From an optimization exercise on the open Yosys and OpenROAD flow, aimed at small area; shortcuts taken in it are not production practice.
In this exercise RTL edits were held to simulation tests only and were not proved equivalent to the original.
Power is estimated from default activity; no workload was simulated.

## FSd1
module FSd1 (clk24M, rst_n, mix_in, lo_out, mix_out, sig_in, TXD, RXD, led);
Size: about 1300 cells after synthesis, roughly 390 flip-flops, about 18 I/O pins, ~15000 sq um of cells after synthesis.
export LEC_CHECK = 0
export ABC_AREA = 1
export CAP_MARGIN = 0
export CORE_MARGIN = 2
export CORE_UTILIZATION = 70
export GPL_TIMING_DRIVEN = 0
export PLACE_DENSITY = 0.9
export SLEW_MARGIN = 0
create_clock -name core_clock -period 10.0 [get_ports {clk24M}]
standard.sh (not shown) runs the stock make flow with config.mk's settings and CLKGATE_MAP_FILE= SYNTH_SCRIPT=/design/flow/synth_recipe.tcl, a recipe that flattens the netlist after the stock synthesis.
==> flow/flow/run.sh <==
#!/bin/bash
# Layout flow: the standard flow (standard.sh), with two synthesis changes
# that leave the registers as the standard synthesis makes them:
#  - ABC maps the logic with the area script in flow/abc_area.script
#    (a scripts folder that links every ORFS script but that one);
#  - adders are left to ABC as plain logic (ADDER_MAP_FILE empty);
# and two layout changes: the port buffers are the smallest buffer,
# sky130_fd_sc_hd__buf_1, and clock tree synthesis gets its own arguments
# (CTS_ARGS: clusters of up to 18 sinks, clkbuf_8 throughout, no dummy
# loads).
set -euo pipefail
W=$PWD
mkdir -p "$W/scripts"
for f in "$FLOW_HOME"/scripts/*; do
  ln -sfn "$f" "$W/scripts/$(basename "$f")"
done
rm -f "$W/scripts/abc_area.script"
cp "$W/flow/abc_area.script" "$W/scripts/abc_area.script"
export SCRIPTS_DIR="$W/scripts"
export BUFFER_PORTS_ARGS="-buffer_cell sky130_fd_sc_hd__buf_1"
export CTS_ARGS="-sink_clustering_enable -repair_clock_nets -sink_clustering_size 18 -sink_clustering_max_diameter 80 -buf_list sky130_fd_sc_hd__clkbuf_8 -root_buf sky130_fd_sc_hd__clkbuf_8 -tree_buf sky130_fd_sc_hd__clkbuf_8 -sink_clustering_buffer sky130_fd_sc_hd__clkbuf_8 -dont_use_dummy_load"
bash standard.sh ADDER_MAP_FILE= synth > "$W/synth.log" 2>&1
bash standard.sh ADDER_MAP_FILE= finish > "$W/layout.log" 2>&1
==> flow/flow/abc_area.script <==
strash
&get -n
&deepsyn -T 30
&dch -f
&nf -R 1000 -p -F 8 -C 32
&put
topo
dnsize -c
The starting point completed with no timing, DRC or antenna violations.
Then changed:
--- a/flow/flow/run.sh
+++ b/flow/flow/run.sh
@@ -9,2 +9,2 @@
-# (CTS_ARGS: clusters of up to 18 sinks, clkbuf_8 throughout, no dummy
-# loads).
+# (CTS_ARGS: clusters of up to 32 sinks under clkbuf_16, clkbuf_8 above
+# them, no dummy loads).
- PLACE_DENSITY: 0.9 -> not set
The new run passed the timing, design-rule and antenna checks; sequential power stays flat; die area does not change; clock skew shrinks by 3.5 ps; synthesized cell count is unchanged; power decreases by about 0.4%; area after synthesis is unchanged; cell count hardly moves; routed wire length drops by 8.0%; non-clock buffer count climbs by 2; clock power fell by about 1%; critical path depth is unchanged.
Then changed:
--- a/flow/flow/run.sh
+++ b/flow/flow/run.sh
@@ -21 +21 @@
-export CTS_ARGS="-sink_clustering_enable -repair_clock_nets -sink_clustering_size 18 -sink_clustering_max_diameter 80 -buf_list sky130_fd_sc_hd__clkbuf_8 -root_buf sky130_fd_sc_hd__clkbuf_8 -tree_buf sky130_fd_sc_hd__clkbuf_8 -sink_clustering_buffer sky130_fd_sc_hd__clkbuf_8 -dont_use_dummy_load"
+export CTS_ARGS="-sink_clustering_enable -repair_clock_nets -sink_clustering_size 32 -sink_clustering_max_diameter 120 -buf_list sky130_fd_sc_hd__clkbuf_16 -root_buf sky130_fd_sc_hd__clkbuf_8 -tree_buf sky130_fd_sc_hd__clkbuf_8 -sink_clustering_buffer sky130_fd_sc_hd__clkbuf_16 -dont_use_dummy_load"
- PLACE_DENSITY: not set -> 0.9
Outcome:
- clock-buffer cell count decreases by 9
- via count increases by about 6%
- die area is unchanged
- final cell count decreases by about 0.7%
- cell area barely changes
Then changed:
- CORE_UTILIZATION: 70 -> 80
- PLACE_DENSITY: 0.9 -> not set
Result: Cell count fell by 2.4%. Design area hardly moves. Total power hardly moves.
Then changed:
- CORE_UTILIZATION: 80 -> 70
After rerunning:
- core utilization came out lower by 9.7 points
- register-to-register slack improved by 150 ps
- critical path depth does not change
- non-clock buffer count stays the same
- via count shrinks by 4.6%
- total power barely changes
- maximum frequency fell by 1.4%
- worst setup slack gets worse by 66 ps
- synthesized cell count stays the same
- clock power decreases by about 0.6%
Then changed:
--- a/flow/flow/run.sh
+++ b/flow/flow/run.sh
@@ -7,4 +7 @@
-# and two layout changes: the port buffers are the smallest buffer,
-# sky130_fd_sc_hd__buf_1, and clock tree synthesis gets its own arguments
-# (CTS_ARGS: clusters of up to 32 sinks under clkbuf_16, clkbuf_8 above
-# them, no dummy loads).
+# and the port buffers are the smallest buffer, sky130_fd_sc_hd__buf_1.
- CTS_BUF_LIST: not set -> sky130_fd_sc_hd__clkbuf_16
- CTS_CLUSTER_DIAMETER: not set -> 120
- CTS_CLUSTER_SIZE: not set -> 30
=>
- The new run finished with timing, DRC and antenna clean
- design area stays the same
- routed wire length is unchanged
- cell count does not change
- total power is unchanged
- hold slack does not change
- utilization does not change
- setup slack is unchanged
- die area is unchanged
- clock-buffer cell count stays the same

* * *

Setup of job 4475:
FSd1, a different RTL version from the one above (not shown whole).
For scale: roughly 1300 cells after synthesis, about 18 I/O pins, about 0.015 mm2 of cells after synthesis.
Settings: LEC_CHECK=0, ABC_AREA=1, CAP_MARGIN=0, CORE_MARGIN=2, CORE_UTILIZATION=60, CTS_BUF_LIST=sky130_fd_sc_hd__clkbuf_16, CTS_CLUSTER_DIAMETER=120, CTS_CLUSTER_SIZE=30, GPL_TIMING_DRIVEN=0, SLEW_MARGIN=0; clock period 10.0 ns.
==> flow/flow/run.sh <==
#!/bin/bash
# Layout flow: the standard flow (standard.sh), with two synthesis changes
# that leave the registers as the standard synthesis makes them:
#  - ABC maps the logic with the area script in flow/abc_area.script
#    (a scripts folder that links every ORFS script but that one);
#  - adders are left to ABC as plain logic (ADDER_MAP_FILE empty);
# and the port buffers are the smallest buffer, sky130_fd_sc_hd__buf_1.
set -euo pipefail
W=$PWD
mkdir -p "$W/scripts"
for f in "$FLOW_HOME"/scripts/*; do
  ln -sfn "$f" "$W/scripts/$(basename "$f")"
done
rm -f "$W/scripts/abc_area.script"
cp "$W/flow/abc_area.script" "$W/scripts/abc_area.script"
export SCRIPTS_DIR="$W/scripts"
export BUFFER_PORTS_ARGS="-buffer_cell sky130_fd_sc_hd__buf_1"
export CTS_ARGS="-sink_clustering_enable -repair_clock_nets -sink_clustering_size 30 -sink_clustering_max_diameter 120 -buf_list sky130_fd_sc_hd__clkbuf_16 -dont_use_dummy_load"
bash standard.sh ADDER_MAP_FILE= synth > "$W/synth.log" 2>&1
bash standard.sh ADDER_MAP_FILE= finish > "$W/layout.log" 2>&1
Scripts as last shown in full above: flow/flow/abc_area.script
## Diff of input files: job 8178 against job 4475
--- a/flow/flow/run.sh
+++ b/flow/flow/run.sh
@@ -16,5 +16,4 @@
 export SCRIPTS_DIR="$W/scripts"
 export BUFFER_PORTS_ARGS="-buffer_cell sky130_fd_sc_hd__buf_1"
-export CTS_ARGS="-sink_clustering_enable -repair_clock_nets -sink_clustering_size 30 -sink_clustering_max_diameter 120 -buf_list sky130_fd_sc_hd__clkbuf_16 -dont_use_dummy_load"
 bash standard.sh ADDER_MAP_FILE= synth > "$W/synth.log" 2>&1
 bash standard.sh ADDER_MAP_FILE= finish > "$W/layout.log" 2>&1
==> flow/flow/abc_area.script <==
strash
&get -n
&deepsyn -T 30
&put
dch -f
amap
topo
dnsize -c
--- a/flow/config.mk
+++ b/flow/config.mk
@@ -13,4 +13,3 @@
 export CTS_CLUSTER_DIAMETER = 120
 export CTS_CLUSTER_SIZE = 30
-export GPL_TIMING_DRIVEN = 0
 export SLEW_MARGIN = 0
==> comparison <==
Against job 4475 as the reference, job 8178 delivers a higher synthesized cell count.
| final net count | job 8178 vs job 4475 | about 17% higher |
As of job 8178, combinational power had risen by a few percent compared to job 4475.
Per the comparison of job 8178 with job 4475, worst slew margin relative to its limit rose 6.5 points; area of the multi-input gates decreased 4.3%; fraction of met3 tracks used by global routing shrank by 1.4 points; initial core utilization -0.48 points.
Relative to job 8178, the following input files were edited for job 7654:
--- a/flow/flow/run.sh
+++ b/flow/flow/run.sh
@@ -16,4 +16,5 @@
 export SCRIPTS_DIR="$W/scripts"
 export BUFFER_PORTS_ARGS="-buffer_cell sky130_fd_sc_hd__buf_1"
+export CTS_ARGS="-sink_clustering_enable -repair_clock_nets -sink_clustering_size 30 -sink_clustering_max_diameter 120 -buf_list sky130_fd_sc_hd__clkbuf_16 -dont_use_dummy_load"
 bash standard.sh ADDER_MAP_FILE= synth > "$W/synth.log" 2>&1
 bash standard.sh ADDER_MAP_FILE= finish > "$W/layout.log" 2>&1
==> flow/flow/abc_area.script <==
strash
&get -n
&deepsyn -T 30
&dch -f
&nf -R 1000 -p -F 8 -C 32
&put
topo
dnsize -c
--- a/flow/config.mk
+++ b/flow/config.mk
@@ -9,7 +9,8 @@
 export CAP_MARGIN = 0
 export CORE_MARGIN = 2
-export CORE_UTILIZATION = 60
+export CORE_UTILIZATION = 70
 export CTS_BUF_LIST = sky130_fd_sc_hd__clkbuf_16
 export CTS_CLUSTER_DIAMETER = 120
 export CTS_CLUSTER_SIZE = 30
+export GPL_TIMING_DRIVEN = 0
 export SLEW_MARGIN = 0
==> run notes <==
Via count, job 8178 and job 7654: larger value in job 8178
Compared with job 8178, job 7654 shows a higher hold slack.
Job 7654: row count 5 below job 8178
For the clock skew, job 7654 came in 0.029 ns higher than job 8178 did.
The lower total non-filler cell area in the finished layout came out of job 7654.
Job 7654 against job 8178: sequential share of layout area saw an increase; critical path arrival shows an increase of 0.03 ns; relative contribution of the clock network to total power decreased by 1.4 points relative to the old numbers.
Changes observed in job 7654 relative to job 8178: global-route usage over all layers +4.6 points; global routing usage on met1 +8.2 points.
Modified inputs, job 755 compared to job 7654
--- a/flow/flow/run.sh
+++ b/flow/flow/run.sh
@@ -16,5 +16,4 @@
 export SCRIPTS_DIR="$W/scripts"
 export BUFFER_PORTS_ARGS="-buffer_cell sky130_fd_sc_hd__buf_1"
-export CTS_ARGS="-sink_clustering_enable -repair_clock_nets -sink_clustering_size 30 -sink_clustering_max_diameter 120 -buf_list sky130_fd_sc_hd__clkbuf_16 -dont_use_dummy_load"
 bash standard.sh ADDER_MAP_FILE= synth > "$W/synth.log" 2>&1
 bash standard.sh ADDER_MAP_FILE= finish > "$W/layout.log" 2>&1
--- a/flow/config.mk
+++ b/flow/config.mk
@@ -9,8 +9,7 @@
 export CAP_MARGIN = 0
 export CORE_MARGIN = 2
-export CORE_UTILIZATION = 70
-export CTS_BUF_LIST = sky130_fd_sc_hd__clkbuf_16
-export CTS_CLUSTER_DIAMETER = 120
-export CTS_CLUSTER_SIZE = 30
-export GPL_TIMING_DRIVEN = 0
+export CORE_UTILIZATION = 60
+export CTS_BUF_LIST = sky130_fd_sc_hd__clkbuf_4
+export CTS_CLUSTER_DIAMETER = 60
+export CTS_CLUSTER_SIZE = 10
 export SLEW_MARGIN = 0
Notes after the runs:
In the metrics for job 7654 and job 755, the one carrying the higher power is job 755. Summary: with job 7654 as the reference, power density over the cells in job 755 moved up by a few percent. Taking job 7654 as the reference, in job 755 overall die area higher; overall fraction of global-route tracks in use lower; initial core utilization lower; part of the total power dissipated in combinational logic lower; number of antenna violations at the first check in global routing higher. Job 755 vs. job 7654: part of the total power dissipated in the clock network went up by 3.3 points, growth of design area from synthesis to finish +1.7 points.
diff inputs: job 755 => job 9516
--- a/flow/flow/run.sh
+++ b/flow/flow/run.sh
@@ -16,4 +16,5 @@
 export SCRIPTS_DIR="$W/scripts"
 export BUFFER_PORTS_ARGS="-buffer_cell sky130_fd_sc_hd__buf_1"
+export CTS_ARGS="-sink_clustering_enable -repair_clock_nets -sink_clustering_size 32 -sink_clustering_max_diameter 120 -buf_list sky130_fd_sc_hd__clkbuf_16 -root_buf sky130_fd_sc_hd__clkbuf_8 -tree_buf sky130_fd_sc_hd__clkbuf_8 -sink_clustering_buffer sky130_fd_sc_hd__clkbuf_16 -dont_use_dummy_load"
 bash standard.sh ADDER_MAP_FILE= synth > "$W/synth.log" 2>&1
 bash standard.sh ADDER_MAP_FILE= finish > "$W/layout.log" 2>&1
--- a/flow/config.mk
+++ b/flow/config.mk
@@ -9,7 +9,8 @@
 export CAP_MARGIN = 0
 export CORE_MARGIN = 2
-export CORE_UTILIZATION = 60
-export CTS_BUF_LIST = sky130_fd_sc_hd__clkbuf_4
-export CTS_CLUSTER_DIAMETER = 60
-export CTS_CLUSTER_SIZE = 10
+export CORE_UTILIZATION = 70
+export CTS_BUF_LIST = sky130_fd_sc_hd__clkbuf_16
+export CTS_CLUSTER_DIAMETER = 120
+export CTS_CLUSTER_SIZE = 30
+export GPL_TIMING_DRIVEN = 0
 export SLEW_MARGIN = 0
--- outcome ---
Layout overhead on the synthesized area ends up lower on job 9516. On combinational gate power, job 755 and job 9516 are neck and neck. In the reports for job 755 and job 9516, the smaller final worst-path setup slack belongs to job 9516. In job 9516 the tightest hold margin turned out 0.0063 ns higher than in job 755. As of job 9516, total number of tap cells had fallen by more than 10% compared to job 755. In the tables for job 755 and job 9516, number of antenna violations at the first check in global routing reads lower with job 9516. buf_1 as the master of the slowest instance on the critical path was reported by job 9516, and xor2_1 by job 755. Fraction of area in registers for job 9516: 1.2 points up relative to job 755.

## afterwards: timing with drivers on the ports
How much do the figures lean on ideal ports? The routed layouts below were timed once more, with nothing changed but the port constraints. Step 1, drivers: a clkbuf_16 drives clk24M and a buf_2 each remaining input, both assumed. Step 2 also shifts input and output timing later by t, the mid clock arrival at the registers, as if the neighbouring blocks saw the same clock. Three values: ideal ports, drivers, drivers and shift; two values: the first two.
run	shift t [ns]	setup WS [ns]	worst slew at a driven data input, ns
the first run of note 1	0.611	5.470 / 5.446 / 5.144	0.03
the second run of note 1	0.605	5.453 / 5.424 / 5.424	0.03
the third run of note 1	0.579	5.475 / 5.452 / 5.156	0.03
the fourth run of note 1	0.583	5.520 / 5.498 / 5.498	0.03
the fifth run of note 1	0.592	5.455 / 5.426 / 5.426	0.03
the sixth run of note 1	0.592	5.455 / 5.426 / 5.426	0.03
job 4475	0.542	5.454 / 5.433 / 5.433	0.03
job 8178	0.555	5.498 / 5.475 / 5.475	0.03
job 7654	0.536	5.467 / 5.404 / 5.404	0.06
job 755	0.711	5.555 / 5.534 / 5.534	0.04
job 9516	0.585	5.469 / 5.411 / 5.411	0.06
After both steps setup and hold are still met in every run listed. The setup slack of the first run of note 1, which loses most, moves by -0.024 ns with the drivers and by -0.326 ns with both steps.
